What follows belongs to an exercise in optimizing a design on an open flow for small area, a short achievable clock period and few clock cycles per item; a production flow would make more cautious choices.
Function was checked by simulation only, so behaviour that the tests miss may differ from the original.
No activity file was given, so power comes from the tool's default toggle rates.

==> design.v <==
`timescale 1ns / 1ps
module mltp (
  input S, CLK, Clr,
  input [7:0] Binput, Qinput,
  output [7:0] A, Q,
  output reg R  
);
  wire pp0_0, pp0_1, pp0_2, pp0_3, pp0_4, pp0_5, pp0_6, pp0_7, pp1_0, pp1_1, pp1_2, pp1_3, pp1_4, pp1_5, pp1_6, pp1_7, pp2_0, pp2_1, pp2_2, pp2_3, pp2_4, pp2_5, pp2_6, pp2_7, pp3_0, pp3_1, pp3_2, pp3_3, pp3_4, pp3_5, pp3_6, pp3_7, pp4_0, pp4_1, pp4_2, pp4_3, pp4_4, pp4_5, pp4_6, pp4_7, pp5_0, pp5_1, pp5_2, pp5_3, pp5_4, pp5_5, pp5_6, pp5_7, pp6_0, pp6_1, pp6_2, pp6_3, pp6_4, pp6_5, pp6_6, pp6_7, pp7_0, pp7_1, pp7_2, pp7_3, pp7_4, pp7_5, pp7_6, pp7_7, s1, c2, s3, c4, s5, c6, s7, c8, s9, c10, s11, c12, s13, c14, s15, c16, s17, c18, s19, c20, s21, c22, s23, c24, s25, c26, s27, c28, s29, c30, s31, c32, s33, c34, s35, c36, s37, c38, s39, c40, s41, c42, s43, c44, s45, c46, s47, c48, s49, c50, s51, c52, s53, c54, s55, c56, s57, c58, s59, c60, s61, c62, s63, c64, s65, c66, s67, c68, s69, c70, s71, c72, s73, c74, s75, c76, s77, c78, s79, c80, s81, c82, s83, c84, s85, c86, s87, c88, s89, c90, s91, c92, s93, c94, s95, c96, s97, c98, s99, c100, s101, c102, s103, c104, s105, c106;
  assign pp0_0 = Binput[0] & Qinput[0];
  assign pp0_1 = Binput[0] & Qinput[1];
  assign pp0_2 = Binput[0] & Qinput[2];
  assign pp0_3 = Binput[0] & Qinput[3];
  assign pp0_4 = Binput[0] & Qinput[4];
  assign pp0_5 = Binput[0] & Qinput[5];
  assign pp0_6 = Binput[0] & Qinput[6];
  assign pp0_7 = Binput[0] & Qinput[7];
  assign pp1_0 = Binput[1] & Qinput[0];
  assign pp1_1 = Binput[1] & Qinput[1];
  assign pp1_2 = Binput[1] & Qinput[2];
  assign pp1_3 = Binput[1] & Qinput[3];
  assign pp1_4 = Binput[1] & Qinput[4];
  assign pp1_5 = Binput[1] & Qinput[5];
  assign pp1_6 = Binput[1] & Qinput[6];
  assign pp1_7 = Binput[1] & Qinput[7];
  assign pp2_0 = Binput[2] & Qinput[0];
  assign pp2_1 = Binput[2] & Qinput[1];
  assign pp2_2 = Binput[2] & Qinput[2];
  assign pp2_3 = Binput[2] & Qinput[3];
  assign pp2_4 = Binput[2] & Qinput[4];
  assign pp2_5 = Binput[2] & Qinput[5];
  assign pp2_6 = Binput[2] & Qinput[6];
  assign pp2_7 = Binput[2] & Qinput[7];
  assign pp3_0 = Binput[3] & Qinput[0];
  assign pp3_1 = Binput[3] & Qinput[1];
  assign pp3_2 = Binput[3] & Qinput[2];
  assign pp3_3 = Binput[3] & Qinput[3];
  assign pp3_4 = Binput[3] & Qinput[4];
  assign pp3_5 = Binput[3] & Qinput[5];
  assign pp3_6 = Binput[3] & Qinput[6];
  assign pp3_7 = Binput[3] & Qinput[7];
  assign pp4_0 = Binput[4] & Qinput[0];
  assign pp4_1 = Binput[4] & Qinput[1];
  assign pp4_2 = Binput[4] & Qinput[2];
  assign pp4_3 = Binput[4] & Qinput[3];
  assign pp4_4 = Binput[4] & Qinput[4];
  assign pp4_5 = Binput[4] & Qinput[5];
  assign pp4_6 = Binput[4] & Qinput[6];
  assign pp4_7 = Binput[4] & Qinput[7];
  assign pp5_0 = Binput[5] & Qinput[0];
  assign pp5_1 = Binput[5] & Qinput[1];
  assign pp5_2 = Binput[5] & Qinput[2];
  assign pp5_3 = Binput[5] & Qinput[3];
  assign pp5_4 = Binput[5] & Qinput[4];
  assign pp5_5 = Binput[5] & Qinput[5];
  assign pp5_6 = Binput[5] & Qinput[6];
  assign pp5_7 = Binput[5] & Qinput[7];
  assign pp6_0 = Binput[6] & Qinput[0];
  assign pp6_1 = Binput[6] & Qinput[1];
  assign pp6_2 = Binput[6] & Qinput[2];
  assign pp6_3 = Binput[6] & Qinput[3];
  assign pp6_4 = Binput[6] & Qinput[4];
  assign pp6_5 = Binput[6] & Qinput[5];
  assign pp6_6 = Binput[6] & Qinput[6];
  assign pp6_7 = Binput[6] & Qinput[7];
  assign pp7_0 = Binput[7] & Qinput[0];
  assign pp7_1 = Binput[7] & Qinput[1];
  assign pp7_2 = Binput[7] & Qinput[2];
  assign pp7_3 = Binput[7] & Qinput[3];
  assign pp7_4 = Binput[7] & Qinput[4];
  assign pp7_5 = Binput[7] & Qinput[5];
  assign pp7_6 = Binput[7] & Qinput[6];
  assign pp7_7 = Binput[7] & Qinput[7];
  mltp_ha u_s1 (.a(pp0_2), .b(pp1_1), .s(s1), .co(c2));
  mltp_fa u_s3 (.a(pp0_3), .b(pp1_2), .c(pp2_1), .s(s3), .co(c4));
  mltp_ha u_s5 (.a(pp3_0), .b(c2), .s(s5), .co(c6));
  mltp_fa u_s7 (.a(pp0_4), .b(pp1_3), .c(pp2_2), .s(s7), .co(c8));
  mltp_fa u_s9 (.a(pp3_1), .b(pp4_0), .c(c4), .s(s9), .co(c10));
  mltp_ha u_s11 (.a(s7), .b(c6), .s(s11), .co(c12));
  mltp_fa u_s13 (.a(pp0_5), .b(pp1_4), .c(pp2_3), .s(s13), .co(c14));
  mltp_fa u_s15 (.a(pp3_2), .b(pp4_1), .c(pp5_0), .s(s15), .co(c16));
  mltp_fa u_s17 (.a(c8), .b(s13), .c(s15), .s(s17), .co(c18));
  mltp_ha u_s19 (.a(c12), .b(c10), .s(s19), .co(c20));
  mltp_fa u_s21 (.a(pp0_6), .b(pp1_5), .c(pp2_4), .s(s21), .co(c22));
  mltp_fa u_s23 (.a(pp3_3), .b(pp4_2), .c(pp5_1), .s(s23), .co(c24));
  mltp_fa u_s25 (.a(pp6_0), .b(c14), .c(c16), .s(s25), .co(c26));
  mltp_fa u_s27 (.a(s21), .b(s23), .c(c18), .s(s27), .co(c28));
  mltp_fa u_s29 (.a(s25), .b(c20), .c(s27), .s(s29), .co(c30));
  mltp_fa u_s31 (.a(pp0_7), .b(pp1_6), .c(pp2_5), .s(s31), .co(c32));
  mltp_fa u_s33 (.a(pp3_4), .b(pp4_3), .c(pp5_2), .s(s33), .co(c34));
  mltp_fa u_s35 (.a(pp6_1), .b(pp7_0), .c(c22), .s(s35), .co(c36));
  mltp_fa u_s37 (.a(c24), .b(s31), .c(s33), .s(s37), .co(c38));
  mltp_fa u_s39 (.a(c26), .b(s35), .c(s37), .s(s39), .co(c40));
  mltp_ha u_s41 (.a(c28), .b(s39), .s(s41), .co(c42));
  mltp_fa u_s43 (.a(pp1_7), .b(pp2_6), .c(pp3_5), .s(s43), .co(c44));
  mltp_fa u_s45 (.a(pp4_4), .b(pp5_3), .c(pp6_2), .s(s45), .co(c46));
  mltp_fa u_s47 (.a(pp7_1), .b(c32), .c(c34), .s(s47), .co(c48));
  mltp_fa u_s49 (.a(s43), .b(s45), .c(c36), .s(s49), .co(c50));
  mltp_fa u_s51 (.a(c38), .b(s47), .c(s49), .s(s51), .co(c52));
  mltp_fa u_s53 (.a(pp2_7), .b(pp3_6), .c(pp4_5), .s(s53), .co(c54));
  mltp_fa u_s55 (.a(pp5_4), .b(pp6_3), .c(pp7_2), .s(s55), .co(c56));
  mltp_fa u_s57 (.a(c44), .b(c46), .c(s53), .s(s57), .co(c58));
  mltp_fa u_s59 (.a(s55), .b(c48), .c(s57), .s(s59), .co(c60));
  mltp_ha u_s61 (.a(c50), .b(s59), .s(s61), .co(c62));
  mltp_fa u_s63 (.a(pp3_7), .b(pp4_6), .c(pp5_5), .s(s63), .co(c64));
  mltp_fa u_s65 (.a(pp6_4), .b(pp7_3), .c(c54), .s(s65), .co(c66));
  mltp_fa u_s67 (.a(c56), .b(s63), .c(s65), .s(s67), .co(c68));
  mltp_fa u_s69 (.a(c58), .b(s67), .c(c60), .s(s69), .co(c70));
  mltp_fa u_s71 (.a(pp4_7), .b(pp5_6), .c(pp6_5), .s(s71), .co(c72));
  mltp_fa u_s73 (.a(pp7_4), .b(c64), .c(s71), .s(s73), .co(c74));
  mltp_fa u_s75 (.a(c66), .b(s73), .c(c68), .s(s75), .co(c76));
  mltp_fa u_s77 (.a(pp5_7), .b(pp6_6), .c(pp7_5), .s(s77), .co(c78));
  mltp_fa u_s79 (.a(c72), .b(s77), .c(c74), .s(s79), .co(c80));
  mltp_fa u_s81 (.a(pp6_7), .b(pp7_6), .c(c78), .s(s81), .co(c82));
  mltp_ha u_s83 (.a(pp0_1), .b(pp1_0), .s(s83), .co(c84));
  mltp_fa u_s85 (.a(pp2_0), .b(c84), .c(s1), .s(s85), .co(c86));
  mltp_fa u_s87 (.a(s3), .b(s5), .c(c86), .s(s87), .co(c88));
  mltp_fa u_s89 (.a(s11), .b(s9), .c(c88), .s(s89), .co(c90));
  mltp_fa u_s91 (.a(s17), .b(s19), .c(c90), .s(s91), .co(c92));
  reg r_lo0, r_lo1, r_lo2, r_lo3, r_lo4, r_lo5, r6_0, r6_1, r7_0, r7_1, r8_0, r8_1, r8_2, r9_0, r9_1, r10_0, r10_1, r11_0, r11_1, r12_0, r12_1, r13_0, r13_1, r14_0, r14_1;
  always @(posedge CLK)
    if (S) begin
      r_lo0 <= pp0_0;
      r_lo1 <= s83;
      r_lo2 <= s85;
      r_lo3 <= s87;
      r_lo4 <= s89;
      r_lo5 <= s91;
      r6_0 <= s29;
      r6_1 <= c92;
      r7_0 <= s41;
      r7_1 <= c30;
      r8_0 <= c40;
      r8_1 <= c42;
      r8_2 <= s51;
      r9_0 <= s61;
      r9_1 <= c52;
      r10_0 <= c62;
      r10_1 <= s69;
      r11_0 <= s75;
      r11_1 <= c70;
      r12_0 <= s79;
      r12_1 <= c76;
      r13_0 <= s81;
      r13_1 <= c80;
      r14_0 <= pp7_7;
      r14_1 <= c82;
    end
  mltp_ha u_s93 (.a(r8_0), .b(r8_1), .s(s93), .co(c94));
  mltp_ha u_s95 (.a(r9_0), .b(r9_1), .s(s95), .co(c96));
  mltp_ha u_s97 (.a(r10_0), .b(r10_1), .s(s97), .co(c98));
  mltp_ha u_s99 (.a(r11_0), .b(r11_1), .s(s99), .co(c100));
  mltp_ha u_s101 (.a(r12_0), .b(r12_1), .s(s101), .co(c102));
  mltp_ha u_s103 (.a(r13_0), .b(r13_1), .s(s103), .co(c104));
  mltp_ha u_s105 (.a(r14_0), .b(r14_1), .s(s105), .co(c106));
  wire [9:0] hi = {c106, c104, c102, c100, c98, c96, c94, r8_2, r7_0, r6_0} + {1'b0, s105, s103, s101, s99, s97, s95, s93, r7_1, r6_1};
  assign {A, Q} = {hi, r_lo5, r_lo4, r_lo3, r_lo2, r_lo1, r_lo0};
  always @(posedge CLK or negedge Clr)
    if (~Clr) R <= 1'b0;
    else if (S) R <= 1'b1;
endmodule
module mltp_fa (input a, b, c, output s, co);
  assign s = a ^ b ^ c;
  assign co = (a & b) | (c & (a ^ b));
endmodule
module mltp_ha (input a, b, output s, co);
  assign s = a ^ b;
  assign co = a & b;
endmodule
==> run.sh <==
#!/bin/bash
# synth_recipe.tcl (not shown) runs the flow's synth.tcl, then flattens the netlist and writes it again
# the make line also repeats each setting of config.mk as NAME=value (left out here)
make -C /OpenROAD-flow-scripts/flow DESIGN_CONFIG=/design/flow/config.mk WORK_HOME=/design/flow/orfs CLKGATE_MAP_FILE= SYNTH_SCRIPT=/design/flow/synth_recipe.tcl finish
==> config.mk <==
export PLATFORM = sky130hd
export DESIGN_NAME = mltp
export DESIGN_NICKNAME = mltp
export VERILOG_FILES = /design/flow/design.v
export SDC_FILE = /design/flow/constraint.sdc
export NUM_CORES = 4
export LEC_CHECK = 0
export CAP_MARGIN = 20
export CORE_MARGIN = 2
export CORE_UTILIZATION = 40
export SETUP_SLACK_MARGIN = 2.0
export SLEW_MARGIN = 20
export SYNTH_HIERARCHICAL = 1
export SYNTH_MINIMUM_KEEP_SIZE = 0
==> constraint.sdc <==
create_clock -name core_clock -period 5.0 [get_ports {CLK}]
set_input_delay 1.0000 -clock core_clock [delete_from_list [all_inputs] [get_ports {CLK}]]
set_output_delay 1.0000 -clock core_clock [all_outputs]
set_load 0.01 [all_outputs]
==> results.txt <==
==> through the flow <==
| step | utilization, % | power (W) | hold slack (ns) |
|---|---|---|---|
| after floorplan | - | 0.0007648 | 0.5121 |
| after global placement | 47.70 | 0.001047 | 0.4545 |
| after detailed placement | 47.70 | 0.001055 | 0.4571 |
| after CTS | 51.88 | 0.001315 | 0.4786 |
| after global routing | 52.56 | 0.001451 | 0.4993 |
| final | 52.56 | 0.001338 | 0.4753 |
==> power groups by stage <==
stage / combinational, W / clock [W] / sequential, W
after detailed placement: 0.000729 / 0 / 0.000326
after floorplan: 0.000443 / 0 / 0.000322
final: 0.000838 / 0.000167 / 0.000332
after CTS: 0.000811 / 0.000173 / 0.000330
after global placement: 0.000722 / 0 / 0.000326
after global routing: 0.000935 / 0.000178 / 0.000337
==> cells by family (layout without fill, tap and decap cells) <==
group | Yosys count | after routing | share of synthesized area, %
flip-flops | 26 | 26 | 30.30
adder cells (fa/ha/maj) | 63 | 63 | 42.52
buffers and inverters | 12 | 53 | 2.639
XOR/XNOR | 8 | 8 | 2.737
AO/OA/AOI/OAI | 13 | 13 | 3.567
AND/OR/NAND/NOR | 78 | 78 | 18.23
==> how the worst max path moves through the flow <==
stage	slack [ns]	cells after the start	end	startpoint
floorplan	1.81	5	r10_1	Binput[4]
global placement	1.11	6	r6_0	Binput[0]
detailed placement	1.11	6	r6_0	Binput[0]
CTS	1.79	7	A[6]	r11_1
global route	1.81	8	A[6]	r9_1
finish	1.90	8	A[6]	r9_1
==> routing by layer <==
layer | up-vias | wire [um] | global-route usage (%)
li1 | 747 | - | -
met1 | 775 | 2455 | 22.41
met2 | 33 | 2204 | 22.40
met3 | 2 | 134 | 1.088
met4 | 0 | 36 | 3.519
met5 | - | 0 | 0
==> area by class of cell <==
| type | instances | area (um^2) |
|---|---|---|
| fill | 549 | 2978 |
| multi-input combinational | 162 | 1959 |
| sequential | 26 | 775.7 |
| timing repair buffer | 43 | 374.1 |
| tap | 77 | 96.34 |
| clock buffer | 3 | 41.29 |
| clock inverter | 1 | 30.03 |
| inverter | 6 | 22.52 |
==> per-module statistics from Yosys (local to each module, per instance) <==
module   flip-flops and latches  times used  cell area, um^2  cells
mltp_fa                       0          39            20.02      1
mltp_ha                       0          14            12.51      1
mltp                         26           1             1604    147
==> synthesized netlist by cell type (all sizes together) <==
cell type and n:
a21o 2, a21oi 4, a221oi 1, a31oi 2
and2 65, buf 6, dfrtp 1, edfxtp 25
fa 40, ha 23, inv 6, nand2 2
nand2b 1, nand3 5, nor2 4, o211ai 2
o21ai 1, o221ai 1, or2 1, xnor2 7
xor2 1
==> cell usage in the layout, fill, tap and decap left out, drive strengths merged <==
cell           instances
nor2                   4
buf                   30
nand3                  5
bufinv                 1
a21oi                  4
fa                    40
nand2b                 1
or2                    1
o21ai                  1
dlygate4sd2            3
ha                    23
o221ai                 1
edfxtp                25
and2                  65
inv                    6
xor2                   1
clkbuf                 3
dlymetal6s2s           1
o211ai                 2
a21o                   2
nand2                  2
a31oi                  2
a221oi                 1
clkdlybuf4s50          9
dfrtp                  1
xnor2                  7
==> timing repair <==
| action | CTS | global route |
|---|---|---|
| setup buffers | 7 | 1 |
| gates resized for setup | 141 | 9 |
| pin swaps | 31 | 20 |
| setup endpoints to repair | 26 | 15 |
==> flow_summary.yaml <==
timing:
  layout_setup_ws_ns: 1.901
  final.period_utilization_pct: 61.98
  timing.clock.skew_ns: 0
  slew_headroom_pct: 63.99
  finalSetupTns_ns: 0
  setup_viol: 0
  hold_viol: 0
  worst_pin_slew_ns: 0.5402
  min_period_ns: 3.099
  max_clock_freq_ghz: 0.3227
  rsz0062_at_grt: "yes"
  final_max_slew_viol_count: 0
setup_path:
  timing.critical_path.required_ns: 4.00
  critPathLaunchType: "register"
  endpoint_kind: "output port"
  reg2reg_to: "R"
  cp_max_fo: 4
  crit-reg2reg-launch: "R"
  data_arrival_time_of_the_critical_path_ns: 2.10
  path_cells: "ha_4, ha_4, buf_6, o211ai_1, a21oi_2, a221oi_2, xnor2_1, buf_2"
  setup.reg_to_reg.worst_slack_ns: 4.22
  critPathSlowestCell: "sky130_fd_sc_hd__edfxtp_1"
  critical-path-top-delay-family: "adder cells"
  critical_path.n_buffers_inverters: 2
  cpPeakStageDelay_ns: 0.42
  r2r_cells: 1
  critPathMostFrequentCell: "sky130_fd_sc_hd__ha_4"
  worst-setup-path-type: "register to output port"
power:
  power.internal_w: 0.0008674
  switching_power_w: 0.0004704
  ir_drop_mv: 0.2630
  power_leakage_nw: 1.343
  power.share.clock_pct: 12.5
  switching_share_pct: 35.16
  power_frac_seq_pct: 24.8
  combPwrFrac_pct: 62.7
  power_density_mw_per_mm2: 405.5
clocking:
  cts-root-buf: "sky130_fd_sc_hd__clkbuf_8"
  ctsHoldBuffers: 0
  clkTransAtPathRegs_ns: 0.09
  cts_max_level: 1
  worst_skew_pair.late_latency_ns: 0.26
  cts.sink_count: 26
  clock_tree_from_tritoncts: "built"
  cts_buffer_depth: 2
  cts-buffers-inserted: 3
routing:
  vias: 1557
  route.detailed.drc: 0
  detail_route.iter0.violations: 43
  route.detailed.wl_per_inst_um: 15.19
  drt_pre_antenna_iters: 4
  totalWireLength_um: 4830
  drtAntennaViolNets: 0
  vias_per_cell: 4.896
hold_path:
  hold-path-cell-count: 1
  worstHoldPathType: "register to register"
  holdPathEnd: "R"
  hold_start: "R"
layout:
  post_route_cells_drive_above_1_share_pct: 34.44
  final-instance-count-excl-fill: 318
  finish.net_count: 324
  diodes: 0
  finish.instance_area_mm2: 0.003299
  area_delta_synth_final_pct: 28.89
synth:
  synth_seq_cells: 26
  yosysWarnings: 7
  synth_top_area_cell: "sky130_fd_sc_hd__fa_1"
  post_synth_inst_count: 200
  postSynthAreaPerCell_um2: 12.80
  post_synthesis_instance_area_mm2: 0.002560
  fraction_of_the_yosys_area_taken_by_sequential_cells_pct: 30.30
  area_contributors_post_synth: "sky130_fd_sc_hd__fa_1 31%, sky130_fd_sc_hd__edfxtp_1 29%, sky130_fd_sc_hd__and2_1 16%, sky130_fd_sc_hd__ha_1 11%, sky130_fd_sc_hd__xnor2_1 2.4%"
  syn-num-nets: 282
  synth_top_area_share_pct: 31.28
  yosysUniqueCellTypes: 21
grt:
  grt_start_max_net_pins: 27
  grt_remaining_overflow: 0
  initial_antenna_violation_count: 0
  grt_usage_pct: 14.52
  grt_pass1_wl_um: 8197
  first_global_vias: 1644
placed_design:
  dp_hpwl_um: 3680
  port-buffer-count: 35
  dp_worst_setup_slack_ns: 1.114
  gp_routability_congestion: 0.8167
  placedCellCount: 306
  detailed_place.area_mm2: 0.002994
outcome:
  run_status: "no timing/DRC/antenna violations"
die:
  floorplan.die_area_mm2: 0.007056
  rows: 29
  die_w_um: 84
  initial_core_utilization_pct: 40.78
  top_level_ports: 36
  die_height_um: 84
  fp.coreArea_mm2: 0.006277
flow_run:
  drv_cap: 0
Testbench counts, summed over its fixed seeds: cycles 2,048, products 2,048.

==> what the ideal ports hide <==
No port has a modelled driver above. Below, the same layout with a new extraction and two added sets of constraints. Step 1, drivers: a clkbuf_16 drives CLK and a buf_2 each remaining input, both assumed. Step 2 moves the port delays by t, midway between the first and last clock arrival at a register: inputs arrive t later, outputs are due t later. That takes back most of the time a late clock gives input paths. Three values: ideal, step 1, step 2; two values: the first two.
t (ns): 0.285
setup slack, ns: 1.901 / 1.875 / 1.637
clock arrival spread, ns: 0.009 / 0.009
worst register clock-pin slew, ns: 0.09 / 0.09
cell pins on the clock port's net: 1
After both steps this run still meets setup and hold. The setup slack of this run moves by -0.026 ns with the drivers and by -0.264 ns with both steps.
